From an optimization exercise on the open Yosys and OpenROAD flow, aimed at small area; shortcuts taken in it are not production practice. Function was checked by simulation only, so behaviour that the tests miss may differ from the original. The flow treats the clock pin as an ideal source. Dropping or thinning the clock tree relies on that and would not hold on a real chip. Power figures rest on the tool's default switching activity, not on a simulated workload.

==> 06-09 <==
## uart_full_duplex_32bit
module uart_full_duplex_32bit #(
    parameter CLK_FREQ = 32000000,
    parameter BAUD_RATE = 115200
)(
    input  wire        clk,
    input  wire        rst_n,
    input  wire        tx_start,
    input  wire [31:0] tx_data,
    output wire        tx_busy,
    output wire [31:0] rx_data,
    output wire        rx_ready,
    input  wire        rx_clear,
    input  wire        parity_even_n,    
    output wire        uart_tx,    
    input  wire        uart_rx,    
    output wire        parity_error,
    output wire        framing_error
);
    wire baud_tick;
    uart_baud_gen #(.CLK_FREQ(CLK_FREQ), .BAUD_RATE(BAUD_RATE)) BAUDGEN (
        .clk(clk), .rst_n(rst_n), .baud_tick(baud_tick)
    );
    uart_tx #(.WIDTH(32)) TX (
        .clk(clk), .rst_n(rst_n),
        .tx_start(tx_start), .tx_data(tx_data),
        .parity_even_n(parity_even_n),
        .baud_tick(baud_tick),
        .tx_line(uart_tx),
        .tx_busy(tx_busy)
    );
    uart_rx #(.WIDTH(32)) RX (
        .clk(clk), .rst_n(rst_n),
        .rx_line(uart_rx),
        .parity_even_n(parity_even_n),
        .rx_clear(rx_clear),
        .rx_data(rx_data),
        .rx_ready(rx_ready),
        .parity_error(parity_error),
        .framing_error(framing_error)
    );
endmodule
==> module uart_tx, before the edit <==
module uart_tx #(
    parameter WIDTH = 32
)(
    input  wire       clk,
    input  wire       rst_n,
    input  wire       tx_start,
    input  wire [WIDTH-1:0] tx_data,
    input  wire       parity_even_n,
    input  wire       baud_tick,
    output reg        tx_line,
    output reg        tx_busy
);
    reg [WIDTH+2:1] shreg;
    reg             parity;
    wire upper_empty = ~|shreg[WIDTH+2:2];
    always @(posedge clk or negedge rst_n) begin
        if (!rst_n) begin
            tx_line <= 1'b1;
            tx_busy <= 1'b0;
        end else if (!tx_busy) begin
            tx_busy <= tx_start;
        end else if (baud_tick) begin
            tx_line <= upper_empty ? (~shreg[1] | parity) : shreg[1];
            if (upper_empty & ~shreg[1])
                tx_busy <= 1'b0;
        end
    end
    always @(posedge clk) begin
        if (!tx_busy) begin
            shreg  <= {1'b1, tx_data, 1'b0};
            parity <= parity_even_n;
        end else if (baud_tick) begin
            shreg  <= {1'b0, shreg[WIDTH+2:2]};
            parity <= parity ^ shreg[1];
        end
    end
endmodule
==> module uart_rx, before the edit <==
module uart_rx #(
    parameter WIDTH = 32
)(
    input  wire       clk,
    input  wire       rst_n,
    input  wire       rx_line,
    input  wire       parity_even_n,
    input  wire       rx_clear,
    output wire [WIDTH-1:0] rx_data,
    output reg        rx_ready,
    output reg        parity_error,
    output wire       framing_error
);
    localparam [8:0] JUMP  = 9'd358;
    localparam [8:0] MASK  = 9'h17f;
    localparam [8:0] START = 9'd200;    
    reg              idle;
    reg              start_chk;
    reg [8:0]        timer;
    reg [WIDTH+2:1]  shreg;              
    wire sample = (timer & MASK) == (JUMP & MASK);
    assign rx_data       = shreg[WIDTH:1];
    assign framing_error = ~shreg[WIDTH+2];
    always @(posedge clk or negedge rst_n) begin
        if (!rst_n) begin
            idle     <= 1'b1;
            rx_ready <= 1'b0;
        end else begin
            rx_ready <= ~idle & sample & ~start_chk & shreg[1];
            if (idle)
                idle <= rx_line;
            else if (sample)
                idle <= start_chk ? rx_line : shreg[1];
        end
    end
    always @(posedge clk) begin
        if (idle) begin
            timer        <= START;
            start_chk    <= 1'b1;
            shreg        <= {1'b1, {(WIDTH+1){1'b0}}};
            parity_error <= 1'b0;
        end else begin
            timer <= {timer[7:0], (timer[8] ^ timer[3]) & ~sample};
            if (sample) begin
                start_chk <= 1'b0;
                if (!start_chk) begin
                    shreg <= {rx_line, shreg[WIDTH+2:2]};
                    if (!shreg[1])
                        parity_error <= parity_error ^ rx_line ^ (shreg[2] & parity_even_n);
                end
            end
        end
    end
endmodule
clock: 10.0 ns
lec_check: 0
cap_margin: 20
core_margin: 2
core_utilization: 40
slew_margin: 20
standard.sh (not shown) runs the stock make flow with config.mk's settings and CLKGATE_MAP_FILE= SYNTH_SCRIPT=/design/flow/synth_recipe.tcl, a recipe that flattens the netlist after the stock synthesis.
==> flow/flow/run.sh <==
#!/bin/bash
# Standard ORFS layout with two changes: port buffers use the smallest
# buffer cell, and the clock tree is built from small clock buffers without
# dummy loads. Each tool's full output stays in orfs/logs; make's own output
# goes to flow_make.log.
set -euo pipefail
export BUFFER_PORTS_ARGS="-buffer_cell sky130_fd_sc_hd__buf_1"
export CTS_ARGS="-sink_clustering_enable -repair_clock_nets -dont_use_dummy_load -buf_list {sky130_fd_sc_hd__clkbuf_4 sky130_fd_sc_hd__clkbuf_8} -sink_clustering_size 30 -sink_clustering_max_diameter 100"
bash standard.sh > flow_make.log 2>&1
==> 11-21 (differences from 06-09) <==
--- a/flow/design.v
+++ b/flow/design.v
@@ -60,10 +60,10 @@
     end
+    wire ld = ~tx_busy;
+    wire sh = tx_busy & baud_tick;
+    wire hd = tx_busy & ~baud_tick;
     always @(posedge clk) begin
-        if (!tx_busy) begin
-            shreg  <= {1'b1, tx_data, 1'b0};
-            parity <= parity_even_n;
-        end else if (baud_tick) begin
-            shreg  <= {1'b0, shreg[WIDTH+2:2]};
-            parity <= parity ^ shreg[1];
-        end
+        shreg  <= ({(WIDTH+2){ld}} & {1'b1, tx_data, 1'b0})
+                | ({(WIDTH+2){sh}} & {1'b0, shreg[WIDTH+2:2]})
+                | ({(WIDTH+2){hd}} & shreg);
+        parity <= (ld & parity_even_n) | (sh & (parity ^ shreg[1])) | (hd & parity);
     end
@@ -106,3 +106,8 @@
     end
+    wire sh = ~idle & sample & ~start_chk;
+    wire hd = ~idle & ~(sample & ~start_chk);
     always @(posedge clk) begin
+        shreg <= ({(WIDTH+2){sh}} & {rx_line, shreg[WIDTH+2:2]})
+               | ({(WIDTH+2){hd}} & shreg)
+               | {idle, {(WIDTH+1){1'b0}}};
         if (idle) begin
@@ -110,3 +115,2 @@
             start_chk    <= 1'b1;
-            shreg        <= {1'b1, {(WIDTH+1){1'b0}}};
             parity_error <= 1'b0;
@@ -116,7 +120,4 @@
                 start_chk <= 1'b0;
-                if (!start_chk) begin
-                    shreg <= {rx_line, shreg[WIDTH+2:2]};
-                    if (!shreg[1])
-                        parity_error <= parity_error ^ rx_line ^ (shreg[2] & parity_even_n);
-                end
+                if (!start_chk && !shreg[1])
+                    parity_error <= parity_error ^ rx_line ^ (shreg[2] & parity_even_n);
             end
--- a/flow/flow/run.sh
+++ b/flow/flow/run.sh
@@ -7,3 +7,3 @@
 export BUFFER_PORTS_ARGS="-buffer_cell sky130_fd_sc_hd__buf_1"
-export CTS_ARGS="-sink_clustering_enable -repair_clock_nets -dont_use_dummy_load -buf_list {sky130_fd_sc_hd__clkbuf_4 sky130_fd_sc_hd__clkbuf_8} -sink_clustering_size 30 -sink_clustering_max_diameter 100"
+export CTS_ARGS="-sink_clustering_enable -repair_clock_nets -dont_use_dummy_load -buf_list {sky130_fd_sc_hd__clkbuf_8}"
 bash standard.sh > flow_make.log 2>&1
--- a/flow/config.mk
+++ b/flow/config.mk
@@ -9,3 +9,3 @@
 export CORE_MARGIN = 2
-export CORE_UTILIZATION = 40
+export CORE_UTILIZATION = 60
 export SLEW_MARGIN = 20
==> comparison table <==
Total met3 wirelength after detailed routing: 06-09 468 um; 11-21 322 um
Worst slack after detailed placement: 06-09 7.02 ns; 11-21 6.95 ns
Status: 06-09 finished clean; 11-21 finished clean
Fin crit period: 06-09 3.04 ns; 11-21 3.02 ns
Fraction of layout cells with a size suffix above 1: 06-09 0.0655; 11-21 0.0693
Chip Width: 06-09 102 um; 11-21 81.4 um
Via total after detailed routing: 06-09 2664; 11-21 2417
Tightest hold margin: 06-09 0.348 ns; 11-21 0.355 ns
Setup ws final: 06-09 6.96 ns; 11-21 6.98 ns
Design internal power: 06-09 0.520 mW; 11-21 0.538 mW
Power of the sequential group: 06-09 0.432 mW; 11-21 0.448 mW
Fraction of standard cell area that is sequential: 06-09 0.548; 11-21 0.512
Starting density of the core: 06-09 0.415; 11-21 0.615
Number of standard cells after synthesis: 06-09 380; 11-21 343
Combinational group share of total power: 06-09 0.062; 11-21 0.093
Power density of the placed cells: 06-09 160 nW/um2; 11-21 186 nW/um2
Met2 capacity usage during global routing: 06-09 0.215; 11-21 0.275


==> willow <==
Another version of the RTL of uart_full_duplex_32bit (not shown whole).
==> flow/config.mk <==
export PLATFORM = sky130hd
export DESIGN_NAME = uart_full_duplex_32bit
export DESIGN_NICKNAME = uart_full_duplex_32bit
export VERILOG_FILES = /design/flow/design.v
export SDC_FILE = /design/flow/constraint.sdc
export NUM_CORES = 4
export LEC_CHECK = 0
export CAP_MARGIN = 0
export CORE_MARGIN = 2
export CORE_UTILIZATION = 60
export GPL_TIMING_DRIVEN = 0
export SLEW_MARGIN = 0
==> flow/constraint.sdc <==
create_clock -name core_clock -period 10.0 [get_ports {clk}]
set_input_delay 2.0000 -clock core_clock [delete_from_list [all_inputs] [get_ports {clk}]]
set_output_delay 2.0000 -clock core_clock [all_outputs]
set_load 0.01 [all_outputs]
==> flow/flow/run.sh <==
#!/bin/bash
# The standard layout (standard.sh) with three changes:
#  - synthesis maps logic with an area-oriented ABC script (flow/synth_area.tcl);
#  - port buffers use the smallest buffer cell;
#  - the clock tree is one level of clock buffers, one per group of nearby
#    flip-flops, driven from the clock port (flow/manual_cts.tcl).
# Each tool's full output stays in orfs/logs/; make's output is in flow_make.log.
set -euo pipefail
HERE=$(pwd)
export AREA_ABC_SCRIPT="$HERE/flow/abc_area.script"
export BUFFER_PORTS_ARGS="-buffer_cell sky130_fd_sc_hd__buf_1"
export PRE_CTS_TCL="$HERE/flow/manual_cts.tcl"
export CLK_GROUPS=8
export CLK_ROOT=sky130_fd_sc_hd__clkbuf_4
export CLK_BUF=sky130_fd_sc_hd__clkbuf_4
export CLK_SLEW_TARGET=0.12
sed "s#SYNTH_SCRIPT=[^ ]*#SYNTH_SCRIPT=$HERE/flow/synth_area.tcl#" standard.sh > flow_standard.sh
bash flow_standard.sh > flow_make.log 2>&1
==> flow/flow/manual_cts.tcl <==
# Hook sourced before ORFS's CTS step (PRE_CTS_TCL). It replaces
# clock_tree_synthesis with a one-level clock tree: the flip-flops are split
# into CLK_GROUPS groups by position and each group gets one clock buffer,
# placed at the group's centre and driven straight from the clock port.
proc clock_tree_synthesis {args} {
  set groups [expr {[info exists ::env(CLK_GROUPS)] ? $::env(CLK_GROUPS) : 4}]
  set cell [expr {[info exists ::env(CLK_BUF)] ? $::env(CLK_BUF) : "sky130_fd_sc_hd__clkbuf_8"}]
  set block [ord::get_db_block]
  set net [$block findNet clk]
  set sinks {}
  foreach pin [get_pins -of_objects [get_nets clk]] {
    set inst [sta::sta_to_db_inst [$pin instance]]
    set loc [$inst getLocation]
    lappend sinks [list [lindex $loc 0] [lindex $loc 1] $pin]
  }
  puts "manual CTS: [llength $sinks] sinks into $groups groups of $cell"
  # split recursively along the longer side into equal halves
  set parts [list $sinks]
  while {[llength $parts] < $groups} {
    # split the largest part
    set bi 0; set bn 0
    for {set i 0} {$i < [llength $parts]} {incr i} {
      set n [llength [lindex $parts $i]]
      if {$n > $bn} { set bn $n; set bi $i }
    }
    set p [lindex $parts $bi]
    set xs [lmap s $p {lindex $s 0}]; set ys [lmap s $p {lindex $s 1}]
    set w [expr {[tcl::mathfunc::max {*}$xs] - [tcl::mathfunc::min {*}$xs]}]
    set h [expr {[tcl::mathfunc::max {*}$ys] - [tcl::mathfunc::min {*}$ys]}]
    set k [expr {$w >= $h ? 0 : 1}]
    set p [lsort -integer -index $k $p]
    set m [expr {[llength $p] / 2}]
    set parts [lreplace $parts $bi $bi [lrange $p 0 [expr {$m-1}]] [lrange $p $m end]]
  }
  set i 0
  foreach p $parts {
    set sx 0; set sy 0
    foreach s $p { set sx [expr {$sx + [lindex $s 0]}]; set sy [expr {$sy + [lindex $s 1]}] }
    set cx [ord::dbu_to_microns [expr {$sx / [llength $p]}]]
    set cy [ord::dbu_to_microns [expr {$sy / [llength $p]}]]
    set pins [lmap s $p {lindex $s 2}]
    set r [insert_buffer -buffer_cell $cell -net clk -load_pins $pins -location [list $cx $cy] \
      -buffer_name clkbuf_manual_$i -net_name clknet_manual_$i]
    set b [sta::sta_to_db_inst $r]
    foreach it [$b getITerms] {
      set n [$it getNet]
      if {$n != "NULL"} { $n setSigType CLOCK }
    }
    puts "manual CTS: group $i, [llength $p] sinks, buffer at $cx $cy"
    incr i
  }
  # With CLK_ROOT set, one more buffer of that cell, at the centre of the
  # group buffers, drives them all, so the clock port feeds a single pin.
  if {[info exists ::env(CLK_ROOT)] && $::env(CLK_ROOT) ne ""} {
    set pins {}
    set sx 0; set sy 0
    foreach pin [get_pins -of_objects [get_nets clk]] {
      set loc [[sta::sta_to_db_inst [$pin instance]] getLocation]
      set sx [expr {$sx + [lindex $loc 0]}]; set sy [expr {$sy + [lindex $loc 1]}]
      lappend pins $pin
    }
    set cx [ord::dbu_to_microns [expr {$sx / [llength $pins]}]]
    set cy [ord::dbu_to_microns [expr {$sy / [llength $pins]}]]
    set r [insert_buffer -buffer_cell $::env(CLK_ROOT) -net clk -load_pins $pins \
      -location [list $cx $cy] -buffer_name clkbuf_manual_root -net_name clknet_manual_root]
    foreach it [[sta::sta_to_db_inst $r] getITerms] {
      set n [$it getNet]
      if {$n != "NULL"} { $n setSigType CLOCK }
    }
    puts "manual CTS: root $::env(CLK_ROOT) at $cx $cy"
  }
  $net setSigType CLOCK
  # Upsize any group buffer whose flip-flops would see a clock slew above
  # CLK_SLEW_TARGET (ns) with placement-estimated wires.
  if {[info exists ::env(CLK_SLEW_TARGET)]} {
    set sizes {sky130_fd_sc_hd__clkbuf_4 sky130_fd_sc_hd__clkbuf_8 sky130_fd_sc_hd__clkbuf_16}
    set_propagated_clock [all_clocks]
    for {set pass 0} {$pass < 3} {incr pass} {
      estimate_parasitics -placement
      set changed 0
      foreach inst [get_cells clkbuf_manual_*] {
        if {[string match *root* [get_full_name $inst]]} { continue }
        set worst 0
        foreach out [get_pins -of_objects $inst -filter "direction==output"] {
          foreach p [get_pins -of_objects [get_nets -of_objects $out] -filter "direction==input"] {
            set sl [get_property $p slew_max]
            if {$sl > $worst} { set worst $sl }
          }
        }
        set ref [get_property $inst ref_name]
        set k [lsearch $sizes $ref]
        if {$worst > $::env(CLK_SLEW_TARGET) && $k >= 0 && $k < 2} {
          replace_cell $inst [lindex $sizes [expr {$k+1}]]
          puts "manual CTS: [get_full_name $inst] slew $worst, $ref -> [lindex $sizes [expr {$k+1}]]"
          set changed 1
        }
      }
      if {!$changed} { break }
    }
    unset_propagated_clock [all_clocks]
  }
}
Other scripts of this flow, unchanged in this note and not shown: flow/flow/abc_area.script, flow/flow/synth_area.tcl
==> pepper (differences from willow) <==
--- a/flow/flow/run.sh
+++ b/flow/flow/run.sh
@@ -4,4 +4,5 @@
 #  - port buffers use the smallest buffer cell;
-#  - the clock tree is one level of clock buffers, one per group of nearby
-#    flip-flops, driven from the clock port (flow/manual_cts.tcl).
+#  - the clock tree is built by flow/manual_cts.tcl: one clock buffer per group
+#    of nearby flip-flops, all driven by one root buffer on the clock port,
+#    each group buffer upsized if its flip-flops' clock slew would be high.
 # Each tool's full output stays in orfs/logs/; make's output is in flow_make.log.
--- a/flow/flow/manual_cts.tcl
+++ b/flow/flow/manual_cts.tcl
@@ -78,2 +78,4 @@
     for {set pass 0} {$pass < 3} {incr pass} {
+      # measure with the buffers where legalisation puts them
+      detailed_placement
       estimate_parasitics -placement
--- a/flow/config.mk
+++ b/flow/config.mk
@@ -7,6 +7,5 @@
 export LEC_CHECK = 0
-export CAP_MARGIN = 0
+export CAP_MARGIN = 20
 export CORE_MARGIN = 2
-export CORE_UTILIZATION = 60
-export GPL_TIMING_DRIVEN = 0
-export SLEW_MARGIN = 0
+export CORE_UTILIZATION = 80
+export SLEW_MARGIN = 20
==> run notes <==
|  | willow | pepper |
|---|---|---|
| Run status | finished clean | finished clean |
| Sequential group share of total power | 69.8% | 70.2% |
| Placed cells | 461 | 409 |
| Drt wl/cell | 12.9 um | 14.2 um |
| Via count of the first global-routing pass | 2405 | 2004 |
| Die Area | 0.00602 mm^2 | 0.00459 mm^2 |
| Hold_ws | 0.356 ns | 0.369 ns |
| Non-filler cells, final | 470 | 418 |
| Starting density of the core | 62.8% | 82.4% |
| Capture endpoint of the worst hold path | BAUDGEN.lfsr[6]$_DFF_PN1_ | BAUDGEN.lfsr[8]$_DFF_PN0_ |
| Die outline width | 77.6 um | 67.7 um |
| Final setup margin | 6.24 ns | 6.60 ns |
| P_clk | 0.141 mW | 0.139 mW |
| Detailed placer's ending HPWL | 4.12 mm | 4.16 mm |
| Met1 WL | 2.81 mm | 2.61 mm |
| End-of-flow core utilization | 72.2% | 87.4% |
| Power Internal | 0.474 mW | 0.474 mW |
| DRC violation total after the first TritonRoute iteration | 92 | 166 |
| Final RePlAce weighted congestion | 0.746 | 0.771 |
| Number of cells on the critical path | 1 | 2 |
| Tcrit/Tclk final | 37.6% | 34.0% |
In every run of this note, the design's own scripts or RTL, not TritonCTS, make the clock network.

-- afterwards: timing with drivers on the ports --
How much do the figures lean on ideal ports? The routed layouts below were timed once more, with nothing changed but the port constraints. Step 1 (the two cells are an assumption about what drives the block):
set clk [get_ports {clk}]
set_driving_cell -lib_cell sky130_fd_sc_hd__clkbuf_16 $clk
set_driving_cell -lib_cell sky130_fd_sc_hd__buf_2 [delete_from_list [all_inputs] $clk]
Step 2 also shifts input and output timing later by t, the mid clock arrival at the registers, as if the neighbouring blocks saw the same clock. a / b / c = ideal / step 1 / step 2; a / b = the first two.
| run | t, ns | setup slack, ns | worst hold slack (ns) |
|---|---|---|---|
| 06-09 | 0.359 | 6.958 / 6.930 / 6.978 | 0.348 / 0.348 / 0.348 |
| 11-21 | 0.373 | 6.976 / 6.948 / 6.965 | 0.355 / 0.355 / 0.355 |
| willow | 0.422 | 6.241 / 6.215 / 6.637 | 0.356 / 0.356 / 0.356 |
| pepper | 0.423 | 6.604 / 6.583 / 6.966 | 0.369 / 0.369 / 0.369 |
After both steps setup and hold are still met in every run listed. For 11-21, which loses most, drivers alone change the setup slack by -0.028 ns; drivers and shift together by -0.011 ns.
